From an optimization exercise on the open Yosys and OpenROAD flow, aimed at small area, a short achievable clock period and few clock cycles; shortcuts taken in it are not production practice.
Only simulation tests tie the RTL to the original design; equivalence was not proved.
No activity file was given, so power comes from the tool's default toggle rates.

==> flow/design.v <==
module HAMMING_IP #(parameter IP_BIT = 8) (
    IN_code,
    OUT_code
);
input  [IP_BIT+4-1:0] IN_code;
output reg [IP_BIT-1:0] OUT_code;
localparam N = IP_BIT + 4;
integer p, k;
reg [3:0] syn;
always @(*) begin
    syn = 4'd0;
    for (p = 1; p <= N; p = p + 1)
        if (IN_code[N-p]) syn = syn ^ p[3:0];
    k = IP_BIT - 1;
    OUT_code = {IP_BIT{1'b0}};
    for (p = 1; p <= N; p = p + 1) begin
        if ((p & (p - 1)) != 0) begin
            OUT_code[k] = IN_code[N-p] ^ (syn == p[3:0]);
            k = k - 1;
        end
    end
end
endmodule
module MDC(
    clk,
    rst_n,
    in_valid,
    in_data,
    in_mode,
    out_valid,
    out_data
);
input clk, rst_n, in_valid;
input [8:0] in_mode;
input [14:0] in_data;
output reg out_valid;
output reg [206:0] out_data;
wire [10:0] dec_data;
wire [4:0] dec_mode;
HAMMING_IP #(11) IN_DECODE (.IN_code(in_data), .OUT_code(dec_data));
HAMMING_IP #(5) MODE_DECODE (.IN_code(in_mode), .OUT_code(dec_mode));
reg [3:0] cnt;         
reg       v_r;         
reg [3:0] s_r;         
reg [10:0] x_r;
reg m4, m3;            
always @(posedge clk or negedge rst_n) begin
    if (!rst_n) begin
        cnt <= 4'd0;
        v_r <= 1'b0;
        s_r <= 4'd0;
        out_valid <= 1'b0;
    end else begin
        cnt <= in_valid ? cnt + 4'd1 : 4'd0;
        v_r <= in_valid;
        s_r <= cnt;
        out_valid <= v_r & (s_r == 4'd15);
    end
end
always @(posedge clk) begin
    if (in_valid) x_r <= dec_data;
    if (in_valid && cnt == 4'd0) begin
        m4 <= dec_mode[4];
        m3 <= ~dec_mode[4] & dec_mode[1];
    end
end
wire m2 = ~m4 & ~m3;
wire [15:0] sl = v_r ? (16'd1 << s_r) : 16'd0;
reg signed [10:0] E0, E1, E2, E3, F0, F1, F2, F3;
reg [21:0] P1a;
reg [21:0] P1b;
reg [24:0] P2a;
reg [21:0] P2b;
reg [21:0] P3a;
reg [21:0] P3b;
reg [33:0] Q1;
reg [33:0] Q2;
reg [33:0] Q3;
reg [33:0] Q4;
wire [10:0] X1;
wire [21:0] Y1;
wire [33:0] A1, S1;
wire init1, neg1;
assign X1 = ({11{(m4 & sl[4]) | (m4 & sl[5]) | (m4 & sl[6]) | (m4 & sl[7]) | (m4 & sl[8]) | (m4 & sl[9]) | (m4 & sl[10]) | (m4 & sl[11]) | (m4 & sl[12]) | (m4 & sl[13]) | (m4 & sl[14]) | (m4 & sl[15]) | (m3 & sl[8]) | (m3 & sl[9]) | (m3 & sl[10]) | (m3 & sl[11]) | (m3 & sl[12]) | (m3 & sl[13]) | (m3 & sl[14]) | (m2 & sl[4]) | (m2 & sl[5]) | (m2 & sl[6]) | (m2 & sl[7]) | (m2 & sl[12]) | (m2 & sl[13]) | (m2 & sl[14]) | (m2 & sl[15])}} & x_r);
assign Y1 = ({22{(m4 & sl[5]) | (m2 & sl[5]) | (m2 & sl[13])}} & {{11{E0[10]}}, E0})
    | ({22{(m4 & sl[4]) | (m2 & sl[4]) | (m2 & sl[12])}} & {{11{E1[10]}}, E1})
    | ({22{(m4 & sl[7]) | (m2 & sl[7]) | (m2 & sl[15])}} & {{11{E2[10]}}, E2})
    | ({22{(m4 & sl[6]) | (m2 & sl[6]) | (m2 & sl[14])}} & {{11{E3[10]}}, E3})
    | ({22{(m3 & sl[9])}} & {{11{F0[10]}}, F0})
    | ({22{(m3 & sl[8])}} & {{11{F1[10]}}, F1})
    | ({22{(m3 & sl[11])}} & {{11{F2[10]}}, F2})
    | ({22{(m3 & sl[10])}} & {{11{F3[10]}}, F3})
    | ({22{(m3 & sl[14])}} & P1a[21:0])
    | ({22{(m4 & sl[9])}} & P1b[21:0])
    | ({22{(m3 & sl[13])}} & P2a[21:0])
    | ({22{(m4 & sl[10])}} & P2b[21:0])
    | ({22{(m3 & sl[12])}} & P3a[21:0])
    | ({22{(m4 & sl[8]) | (m4 & sl[11])}} & P3b[21:0])
    | ({22{(m4 & sl[12])}} & Q1[33:12])
    | ({22{(m4 & sl[13])}} & Q2[33:12])
    | ({22{(m4 & sl[14])}} & Q3[33:12])
    | ({22{(m4 & sl[15])}} & Q4[33:12]);
assign A1 = ({34{(m4 & sl[5]) | (m3 & sl[9]) | (m2 & sl[5])}} & {{12{P1a[21]}}, P1a})
    | ({34{(m4 & sl[7]) | (m3 & sl[11]) | (m2 & sl[7])}} & {{12{P1b[21]}}, P1b})
    | ({34{(m4 & sl[10]) | (m4 & sl[11]) | (m4 & sl[13]) | (m4 & sl[14]) | (m4 & sl[15]) | (m3 & sl[13]) | (m3 & sl[14]) | (m2 & sl[13])}} & Q1)
    | ({34{(m2 & sl[15])}} & Q4);
assign neg1 = (m4 & sl[4]) | (m4 & sl[6]) | (m4 & sl[10]) | (m4 & sl[12]) | (m4 & sl[14]) | (m3 & sl[8]) | (m3 & sl[10]) | (m3 & sl[13]) | (m2 & sl[4]) | (m2 & sl[6]) | (m2 & sl[12]) | (m2 & sl[14]);
boothmac L1 (.x(X1), .sub(neg1), .y(Y1), .acc(A1), .sum(S1));
wire [10:0] X2;
wire [21:0] Y2;
wire [33:0] A2, S2;
wire init2, neg2;
assign X2 = ({11{(m3 & sl[12])}} & E1)
    | ({11{(m4 & sl[4]) | (m4 & sl[5]) | (m4 & sl[6]) | (m4 & sl[7]) | (m4 & sl[8]) | (m4 & sl[9]) | (m4 & sl[10]) | (m4 & sl[11]) | (m4 & sl[12]) | (m4 & sl[13]) | (m4 & sl[14]) | (m4 & sl[15]) | (m3 & sl[8]) | (m3 & sl[9]) | (m3 & sl[10]) | (m3 & sl[11]) | (m3 & sl[13]) | (m3 & sl[14]) | (m3 & sl[15]) | (m2 & sl[5]) | (m2 & sl[6]) | (m2 & sl[9]) | (m2 & sl[10])}} & x_r);
assign Y2 = ({22{(m4 & sl[6])}} & {{11{E0[10]}}, E0})
    | ({22{(m4 & sl[7]) | (m2 & sl[6])}} & {{11{E1[10]}}, E1})
    | ({22{(m4 & sl[4]) | (m2 & sl[5])}} & {{11{E2[10]}}, E2})
    | ({22{(m4 & sl[5])}} & {{11{E3[10]}}, E3})
    | ({22{(m3 & sl[10])}} & {{11{F0[10]}}, F0})
    | ({22{(m3 & sl[11]) | (m2 & sl[10])}} & {{11{F1[10]}}, F1})
    | ({22{(m3 & sl[8]) | (m2 & sl[9])}} & {{11{F2[10]}}, F2})
    | ({22{(m3 & sl[9])}} & {{11{F3[10]}}, F3})
    | ({22{(m4 & sl[8]) | (m3 & sl[12]) | (m3 & sl[13])}} & P1b[21:0])
    | ({22{(m4 & sl[9]) | (m4 & sl[11])}} & P2a[21:0])
    | ({22{(m3 & sl[14])}} & P2b[21:0])
    | ({22{(m4 & sl[10]) | (m3 & sl[15])}} & P3a[21:0])
    | ({22{(m4 & sl[12])}} & {10'd0, Q1[11:0]})
    | ({22{(m4 & sl[13])}} & {10'd0, Q2[11:0]})
    | ({22{(m4 & sl[14])}} & {10'd0, Q3[11:0]})
    | ({22{(m4 & sl[15])}} & {10'd0, Q4[11:0]});
assign A2 = ({34{(m4 & sl[6]) | (m4 & sl[13]) | (m4 & sl[14]) | (m4 & sl[15]) | (m3 & sl[10]) | (m2 & sl[6])}} & {{9{P2a[24]}}, P2a})
    | ({34{(m4 & sl[7]) | (m3 & sl[11]) | (m2 & sl[10])}} & {{12{P2b[21]}}, P2b})
    | ({34{(m4 & sl[10]) | (m4 & sl[11]) | (m3 & sl[14]) | (m3 & sl[15])}} & Q2)
    | ({34{(m4 & sl[9])}} & Q4);
assign neg2 = (m4 & sl[4]) | (m4 & sl[5]) | (m4 & sl[9]) | (m4 & sl[10]) | (m4 & sl[12]) | (m4 & sl[14]) | (m3 & sl[8]) | (m3 & sl[9]) | (m3 & sl[14]) | (m2 & sl[5]) | (m2 & sl[9]);
boothmac L2 (.x(X2), .sub(neg2), .y(Y2), .acc(A2), .sum(S2));
wire [10:0] X3;
wire [21:0] Y3;
wire [33:0] A3, S3;
wire init3, neg3;
assign X3 = ({11{(m3 & sl[11])}} & E0)
    | ({11{(m3 & sl[12])}} & E1)
    | ({11{(m3 & sl[13]) | (m3 & sl[14])}} & E2)
    | ({11{(m3 & sl[15])}} & E3)
    | ({11{(m4 & sl[4]) | (m4 & sl[5]) | (m4 & sl[6]) | (m4 & sl[7]) | (m4 & sl[8]) | (m4 & sl[9]) | (m4 & sl[10]) | (m4 & sl[11]) | (m3 & sl[9]) | (m3 & sl[10]) | (m2 & sl[8]) | (m2 & sl[9]) | (m2 & sl[10]) | (m2 & sl[11]) | (m2 & sl[13]) | (m2 & sl[14])}} & x_r);
assign Y3 = ({22{(m4 & sl[7])}} & {{11{E0[10]}}, E0})
    | ({22{(m4 & sl[6]) | (m2 & sl[14])}} & {{11{E1[10]}}, E1})
    | ({22{(m4 & sl[5]) | (m2 & sl[13])}} & {{11{E2[10]}}, E2})
    | ({22{(m4 & sl[4])}} & {{11{E3[10]}}, E3})
    | ({22{(m2 & sl[9])}} & {{11{F0[10]}}, F0})
    | ({22{(m3 & sl[10]) | (m2 & sl[8])}} & {{11{F1[10]}}, F1})
    | ({22{(m3 & sl[9]) | (m2 & sl[11])}} & {{11{F2[10]}}, F2})
    | ({22{(m2 & sl[10])}} & {{11{F3[10]}}, F3})
    | ({22{(m4 & sl[10]) | (m4 & sl[11]) | (m3 & sl[13])}} & P1a[21:0])
    | ({22{(m3 & sl[12])}} & P2a[21:0])
    | ({22{(m4 & sl[8]) | (m3 & sl[14])}} & P2b[21:0])
    | ({22{(m4 & sl[9]) | (m3 & sl[11]) | (m3 & sl[15])}} & P3a[21:0]);
assign A3 = ({34{(m4 & sl[7]) | (m3 & sl[10]) | (m2 & sl[9])}} & {{12{P3a[21]}}, P3a})
    | ({34{(m4 & sl[6]) | (m2 & sl[11])}} & {{12{P3b[21]}}, P3b})
    | ({34{(m4 & sl[9]) | (m4 & sl[11]) | (m3 & sl[12]) | (m3 & sl[13]) | (m2 & sl[14])}} & Q3)
    | ({34{(m4 & sl[10]) | (m3 & sl[14]) | (m3 & sl[15])}} & Q4);
assign neg3 = (m4 & sl[4]) | (m4 & sl[5]) | (m4 & sl[9]) | (m3 & sl[9]) | (m3 & sl[12]) | (m3 & sl[14]) | (m2 & sl[8]) | (m2 & sl[10]) | (m2 & sl[13]);
boothmac L3 (.x(X3), .sub(neg3), .y(Y3), .acc(A3), .sum(S3));
always @(posedge clk) begin
    if ((m4 & sl[4]) | (m4 & sl[5]) | (m3 & sl[8]) | (m3 & sl[9]) | (m2 & sl[4]) | (m2 & sl[5])) P1a <= S1[21:0];
    if ((m4 & sl[6]) | (m4 & sl[7]) | (m3 & sl[10]) | (m3 & sl[11]) | (m2 & sl[6]) | (m2 & sl[7])) P1b <= S1[21:0];
    if ((m4 & sl[4]) | (m4 & sl[6]) | (m4 & sl[12]) | (m4 & sl[13]) | (m4 & sl[14]) | (m4 & sl[15]) | (m3 & sl[8]) | (m3 & sl[10]) | (m2 & sl[5]) | (m2 & sl[6])) P2a <= S2[24:0];
    if ((m4 & sl[5]) | (m4 & sl[7]) | (m3 & sl[9]) | (m3 & sl[11]) | (m2 & sl[9]) | (m2 & sl[10])) P2b <= S2[21:0];
    if ((m4 & sl[4]) | (m4 & sl[7]) | (m3 & sl[9]) | (m3 & sl[10]) | (m2 & sl[8]) | (m2 & sl[9])) P3a <= S3[21:0];
    if ((m4 & sl[5]) | (m4 & sl[6]) | (m2 & sl[10]) | (m2 & sl[11])) P3b <= S3[21:0];
    if ((m4 & sl[9]) | (m4 & sl[10]) | (m4 & sl[11]) | (m4 & sl[12]) | (m4 & sl[13]) | (m4 & sl[14]) | (m4 & sl[15]) | (m3 & sl[12]) | (m3 & sl[13]) | (m3 & sl[14]) | (m2 & sl[12]) | (m2 & sl[13])) Q1 <= S1[33:0];
    if ((m4 & sl[8]) | (m4 & sl[10]) | (m4 & sl[11]) | (m3 & sl[13]) | (m3 & sl[14]) | (m3 & sl[15])) Q2 <= S2[33:0];
    if ((m4 & sl[8]) | (m4 & sl[9]) | (m4 & sl[11]) | (m3 & sl[11]) | (m3 & sl[12]) | (m3 & sl[13]) | (m2 & sl[13]) | (m2 & sl[14])) Q3 <= S3[33:0];
    if ((m4 & sl[8]) | (m2 & sl[14]) | (m2 & sl[15])) Q4 <= S1[33:0];
    else if ((m4 & sl[9]) | (m3 & sl[12])) Q4 <= S2[33:0];
    else if ((m4 & sl[10]) | (m3 & sl[14]) | (m3 & sl[15])) Q4 <= S3[33:0];
    if ((m2 & sl[0]) | (m3 & sl[0]) | (m4 & sl[0]) | (m2 & sl[8])) E0 <= x_r;
    if ((m2 & sl[1]) | (m3 & sl[1]) | (m4 & sl[1]) | (m2 & sl[9])) E1 <= x_r;
    if ((m2 & sl[2]) | (m3 & sl[2]) | (m4 & sl[2]) | (m2 & sl[10])) E2 <= x_r;
    if ((m2 & sl[3]) | (m3 & sl[3]) | (m4 & sl[3]) | (m2 & sl[11])) E3 <= x_r;
    if ((m2 & sl[4]) | (m3 & sl[4])) F0 <= x_r;
    if ((m2 & sl[5]) | (m3 & sl[5])) F1 <= x_r;
    if ((m2 & sl[6]) | (m3 & sl[6])) F2 <= x_r;
    if ((m2 & sl[7]) | (m3 & sl[7])) F3 <= x_r;
end
wire [33:0] det_hi = Q1 + {{21{P2a[24]}}, P2a[24:12]};
wire [45:0] det = {det_hi, P2a[11:0]};
always @(*) begin
    if (m4)
        out_data = {{161{det[45]}}, det};
    else if (m3)
        out_data = {3'b000, {17{Q3[33]}}, Q3, {17{Q4[33]}}, Q4,
                    {17{Q1[33]}}, Q1, {17{Q2[33]}}, Q2};
    else
        out_data = {P1a[21], P1a, P2a[21], P2a[21:0], P1b[21], P1b,
                    P3a[21], P3a, P2b[21], P2b, P3b[21], P3b,
                    Q1[21], Q1[21:0], Q3[21], Q3[21:0], Q4[21], Q4[21:0]};
end
endmodule
module boothmac (
    input  [10:0] x,
    input         sub,
    input  [21:0] y,
    input  [33:0] acc,
    output [33:0] sum
);
localparam YW = 22;
localparam AW = 34;
wire [12:0] xe = {x[10], x, 1'b0};
reg [AW-1:0] rows0, rows1, rows2, rows3, rows4, rows5, negs, cst;
reg [AW-1:0] r;
reg [YW:0] b;
reg one, two, ng;
integer j, i;
always @(*) begin
    cst = {AW{1'b0}};
    negs = {AW{1'b0}};
    rows0 = 0; rows1 = 0; rows2 = 0; rows3 = 0; rows4 = 0; rows5 = 0;
    for (j = 0; j < 6; j = j + 1) begin
        one = xe[2*j+1] ^ xe[2*j];
        two = (xe[2*j+2] & ~xe[2*j+1] & ~xe[2*j]) | (~xe[2*j+2] & xe[2*j+1] & xe[2*j]);
        ng  = (xe[2*j+2] ^ sub) & (one | two);
        for (i = 0; i <= YW; i = i + 1)
            b[i] = ((one & (i < YW ? y[i] : y[YW-1])) | (two & (i > 0 ? y[i-1] : 1'b0))) ^ ng;
        b[YW] = ~b[YW];
        r = {AW{1'b0}};
        for (i = 0; i <= YW; i = i + 1)
            if (i + 2*j < AW) r[i+2*j] = b[i];
        case (j)
            0: rows0 = r;
            1: rows1 = r;
            2: rows2 = r;
            3: rows3 = r;
            4: rows4 = r;
            default: rows5 = r;
        endcase
        negs[2*j] = ng;
        cst = cst - ({{(AW-1){1'b0}}, 1'b1} << (YW + 2*j));
    end
end
wire [AW-1:0] s1a = rows0 ^ rows1 ^ rows2;
wire [AW-1:0] c1a = ((rows0 & rows1) | (rows0 & rows2) | (rows1 & rows2)) << 1;
wire [AW-1:0] s1b = rows3 ^ rows4 ^ rows5;
wire [AW-1:0] c1b = ((rows3 & rows4) | (rows3 & rows5) | (rows4 & rows5)) << 1;
wire [AW-1:0] s1c = negs ^ cst ^ acc;
wire [AW-1:0] c1c = ((negs & cst) | (negs & acc) | (cst & acc)) << 1;
wire [AW-1:0] s2a = s1a ^ c1a ^ s1b;
wire [AW-1:0] c2a = ((s1a & c1a) | (s1a & s1b) | (c1a & s1b)) << 1;
wire [AW-1:0] s2b = c1b ^ s1c ^ c1c;
wire [AW-1:0] c2b = ((c1b & s1c) | (c1b & c1c) | (s1c & c1c)) << 1;
wire [AW-1:0] s3 = s2a ^ c2a ^ s2b;
wire [AW-1:0] c3 = ((s2a & c2a) | (s2a & s2b) | (c2a & s2b)) << 1;
wire [AW-1:0] s4 = s3 ^ c3 ^ c2b;
wire [AW-1:0] c4 = ((s3 & c3) | (s3 & c2b) | (c3 & c2b)) << 1;
assign sum = s4 + c4;
endmodule
==> flow/run.sh <==
#!/bin/bash
# synth_recipe.tcl (not shown) runs the flow's synth.tcl, then flattens the netlist and writes it again
# the make line also repeats each setting of config.mk as NAME=value (left out here)
make -C /OpenROAD-flow-scripts/flow DESIGN_CONFIG=/design/flow/config.mk WORK_HOME=/design/flow/orfs CLKGATE_MAP_FILE= SYNTH_SCRIPT=/design/flow/synth_recipe.tcl finish
==> flow/config.mk <==
export PLATFORM = sky130hd
export DESIGN_NAME = MDC
export DESIGN_NICKNAME = MDC
export VERILOG_FILES = /design/flow/design.v
export SDC_FILE = /design/flow/constraint.sdc
export NUM_CORES = 4
export LEC_CHECK = 0
export CAP_MARGIN = 20
export CORE_MARGIN = 2
export CORE_UTILIZATION = 30
export SLEW_MARGIN = 20
==> flow/constraint.sdc <==
create_clock -name core_clock -period 13.5 [get_ports {clk}]
set_input_delay 2.7000 -clock core_clock [delete_from_list [all_inputs] [get_ports {clk}]]
set_output_delay 2.7000 -clock core_clock [all_outputs]
set_load 0.01 [all_outputs]
==> run summary <==
## worst paths after layout
path	startpoint	endpoint	slack [ps]
min reg2reg	cnt[1]$_DFF_PN0_	s_r[1]$_DFF_PN0_	440
max reg2reg	m3$_DFFE_PP_	Q4[31]$_DFFE_PP_	2100
min	cnt[1]$_DFF_PN0_	s_r[1]$_DFF_PN0_	440
min in group asynchronous	rst_n	cnt[3]$_DFF_PN0_	2390
max in group asynchronous	rst_n	cnt[2]$_DFF_PN0_	10780
max	m3$_DFFE_PP_	Q4[31]$_DFFE_PP_	2100
## routing by layer
layer / global-route usage (%) / wire length, µm / vias up
met2: 46.5 / 116000 / 4200
met5: 0 / 133 / -
li1: - / - / 21000
met1: 42.7 / 110000 / 25600
met3: 13.2 / 44100 / 827
met4: 17.6 / 19400 / 20
## area by class of cell
cell class              instances  area [µm²]  area share (%)
diodes                         10        25.0          0.0440
inverters                     579        2170            3.83
clock inverters                34         488           0.859
clock buffers                  50        1190            2.09
multi-input cells            4353       34900            61.4
repair buffers                426        3870            6.81
well taps                    2189        2740            4.82
flip-flops and latches        382       11400            20.1
## synth_stat cells (16+ instances only)
cell,n
a211o_1,32
a211oi_1,16
a21o_1,94
a21oi_1,540
a221o_1,36
a221oi_1,89
a222oi_1,148
a22o_1,36
a22oi_1,309
a31o_2,22
a31oi_1,170
and2_1,28
and3_1,35
buf_1,26
buf_2,109
clkbuf_1,300
edfxtp_1,372
fa_1,352
ha_1,287
inv_1,577
mux2i_1,125
nand2_1,685
nand2b_1,35
nand3_1,88
nand4_1,28
nor2_1,247
nor2b_1,27
nor3_1,38
o211ai_1,25
o21a_1,26
o21ai_0,140
o221ai_1,28
o22ai_1,67
o31ai_1,17
or2_2,19
xnor2_1,251
xor2_1,122
## stage by stage
stage	worst slack, ps	utilization [%]
CTS	2300	34.3
global placement	2470	33.3
detailed placement	2340	33.3
floorplan	5640	-
global route	1620	34.4
finish	2100	34.4
## cells by family (layout without fill, tap and decap cells)
family,Yosys count,in the layout
compound gates,1908,1908
simple gates,1296,1296
buf+inv,1031,1089
fa+ha+maj,639,639
xor+xnor,382,382
flops,382,382
mux,128,128
other cells,0,10
## state kept, by name, indices dropped and copies added, names as in the netlist, 22 cells and up
signal  cells
Q3         34
P3a        22
P2a        25
Q2         34
P1a        22
P2b        22
P1b        22
Q1         34
Q4         34
P3b        22
## cells in the final DEF (no fill, tap or decap), types with 35 or more instances in the layout
cell / Yosys / routed
mux2i_1: 125 / 125
a22o_1: 36 / 36
nand3_1: 88 / 86
nor3_1: 38 / 35
o21ai_0: 140 / 137
a221o_1: 36 / 36
nor2_1: 247 / 235
buf_4: 14 / 184
a221oi_1: 89 / 88
fa_1: 352 / 352
a31oi_1: 170 / 170
nand2_1: 685 / 684
ha_1: 287 / 287
xnor2_1: 251 / 241
xor2_1: 122 / 114
a222oi_1: 148 / 148
clkbuf_16: 0 / 47
a21o_1: 94 / 94
o22ai_1: 67 / 61
nand2b_1: 35 / 35
clkdlybuf4s50_1: 0 / 234
inv_1: 577 / 577
edfxtp_1: 372 / 372
a22oi_1: 309 / 308
a21oi_1: 540 / 533
## critical path: stages, from the launching register on
cell	delay [ps]
edfxtp_1	950
nor2_1	360
and3_1	570
nor4_2	320
nand4b_1	780
a221o_1	910
nand2b_4	270
o21ai_4	720
nor2_1	230
a221oi_1	250
o21ai_0	160
fa_1	540
fa_1	570
fa_1	480
fa_1	520
inv_1	50
ha_1	390
and2_1	210
a221oi_1	390
o211ai_1	270
a311oi_1	900
and3b_1	300
o31ai_1	100
o41ai_1	330
xnor2_1	220
nand2b_1	200
o221a_2	120
## power breakdown
group,internal [mW],total (mW),switching [mW]
clock network,0.822,1.43,0.612
registers,1.43,1.49,0.0627
logic,0.692,1.98,1.29
==> flow_metrics.tcl <==
set metrics [dict create \
    seq_area_frac_synth_pct 22.9 \
    grt_pass1_wl_um 394000 \
    portBuffers 234 \
    synth.avg_cell_area_um2 8.67 \
    syn_inst 5766 \
    critPathCaptureType "register" \
    yosysTopAreaCellShare_pct 22.4 \
    htree_levels 2 \
    synthArstFlopShare_pct 2.62 \
    power_mw 4.90 \
    synth_area_leaders "edfxtp_1 (22%), fa_1 (14%), ha_1 (7.2%)" \
    p_per_area_nw_per_um2 86.3 \
    placed_cells 7924 \
    syn_area_um2 50000 \
    rsz0062_at_grt "false" \
    p_leak_nw 22.9 \
    synth_flop_cell "edfxtp_1" \
    synth_fa_ha_area_share_pct 21.3 \
    synth_mux_area_share_pct 2.57 \
    cts_setup_buffers 0 \
    die_area_um2 170000 \
    timing.fmax_mhz 87.7 \
    dpl-instance-area_um2 55000 \
    slew_violations 0 \
    drc 0 \
    vias 51700 \
    drt_iter0_markers 10000 \
    ys_seq_elements 382 \
    clkLatencyLatePin_ps 660 \
    synthesis.nets 6432 \
    synthSimpleGateAreaFrac_pct 11.5 \
    cts_hold_buf 0 \
    cp.required_ps 13920 \
    period_needed_ps 11400 \
    die_w_um 412 \
    synth-edff-count 372 \
    cts-resized-gates 0 \
    hold_class "register to register" \
    clk_pin_slew_worst_paths_ps 70 \
    fin_skew_ps 44.2 \
    worstHoldPathCells 0 \
    ioPinCount 235 \
    layout-drive-gt1-share_pct 7.40 \
    worst_pin_slew_ps 1240 \
    maxSlewHeadroom_pct 17.5 \
    hold-worst-slack_ps 437 \
    final_area_um2 56800 \
    cts_buffer_depth 3 \
    cts_tree "yes" \
    die_y_um 412 \
    gr-total-overflow 0 \
    hold_viol 0 \
    cts_sinks 382 \
    routed_via_density 6.44 \
    gp_congestion 1.09 \
    ir_drop_v 0.000100 \
    numCtsBuffers 47 \
    criticalPathCategory "register to register" \
    first_pass_iters 14 \
    synth_compound_area_share_pct 26.7 \
    setup_violations 0 \
    wl_per_cell_um 36.1 \
    yosysTopAreaCell "edfxtp_1" \
    critPathMaxFanout 25 \
    grt_antenna_before_repair 23 \
    grt_pass1_vias 47900 \
    synthXorXnorAreaFrac_pct 6.85 \
    place_hpwl_um 223000 \
    rr_worst_depth 26 \
    grt_max_degree 126 \
    worst_setup_path_start_kind "register" \
    grt.total_usage_pct 32.9 \
    fin_crit_sh_pct 84.5 \
    setup_tns_ps 0 \
    area_delta_synth_final_pct 13.7 \
    ant_nets 0 \
    timing.max_cap.violations 0 \
    worstPathArrival_ps 11820 \
    stdcell_count 8023 \
    drt_wl_total_um 289000 \
    fp.coreArea_um2 165000 \
    fillers 17100 \
    root_buffer "clkbuf_16" \
    ys_types 99 \
    synth_top_family_by_area "compound AO/OA/AOI/OAI gates" \
    rows 149 \
    yosysWarningCount 4 \
    nets 6455 \
    status "complete, no violations" \
    initial_core_util_pct 30.3 \
]
Testbench counts, summed over its fixed seeds: cycles 8,168.

what the ideal ports hide:
The results above use ideal ports. As a check the final layout listed here was re-extracted and re-timed, cells and wires unchanged. Step 1 assumes that a clkbuf_16 drives the clock port and a buf_2 every other input. Step 2 also shifts input and output timing later by t, the mid clock arrival at the registers, as if the neighbouring blocks saw the same clock. a / b / c = ideal / step 1 / step 2; a / b = the first two.
t, ns: 0.706
slack for setup (ns): 2.096 / 2.096 / 2.096
hold WS [ns]: 0.437 / 0.437 / 0.437
slew at the worst register clock pin (ns): 0.07 / 0.07
worst slew at a driven data input, ns: 0.05
After both steps this run still meets setup and hold. For this run, drivers alone change the setup slack by 0.000 ns; drivers and shift together by 0.000 ns.
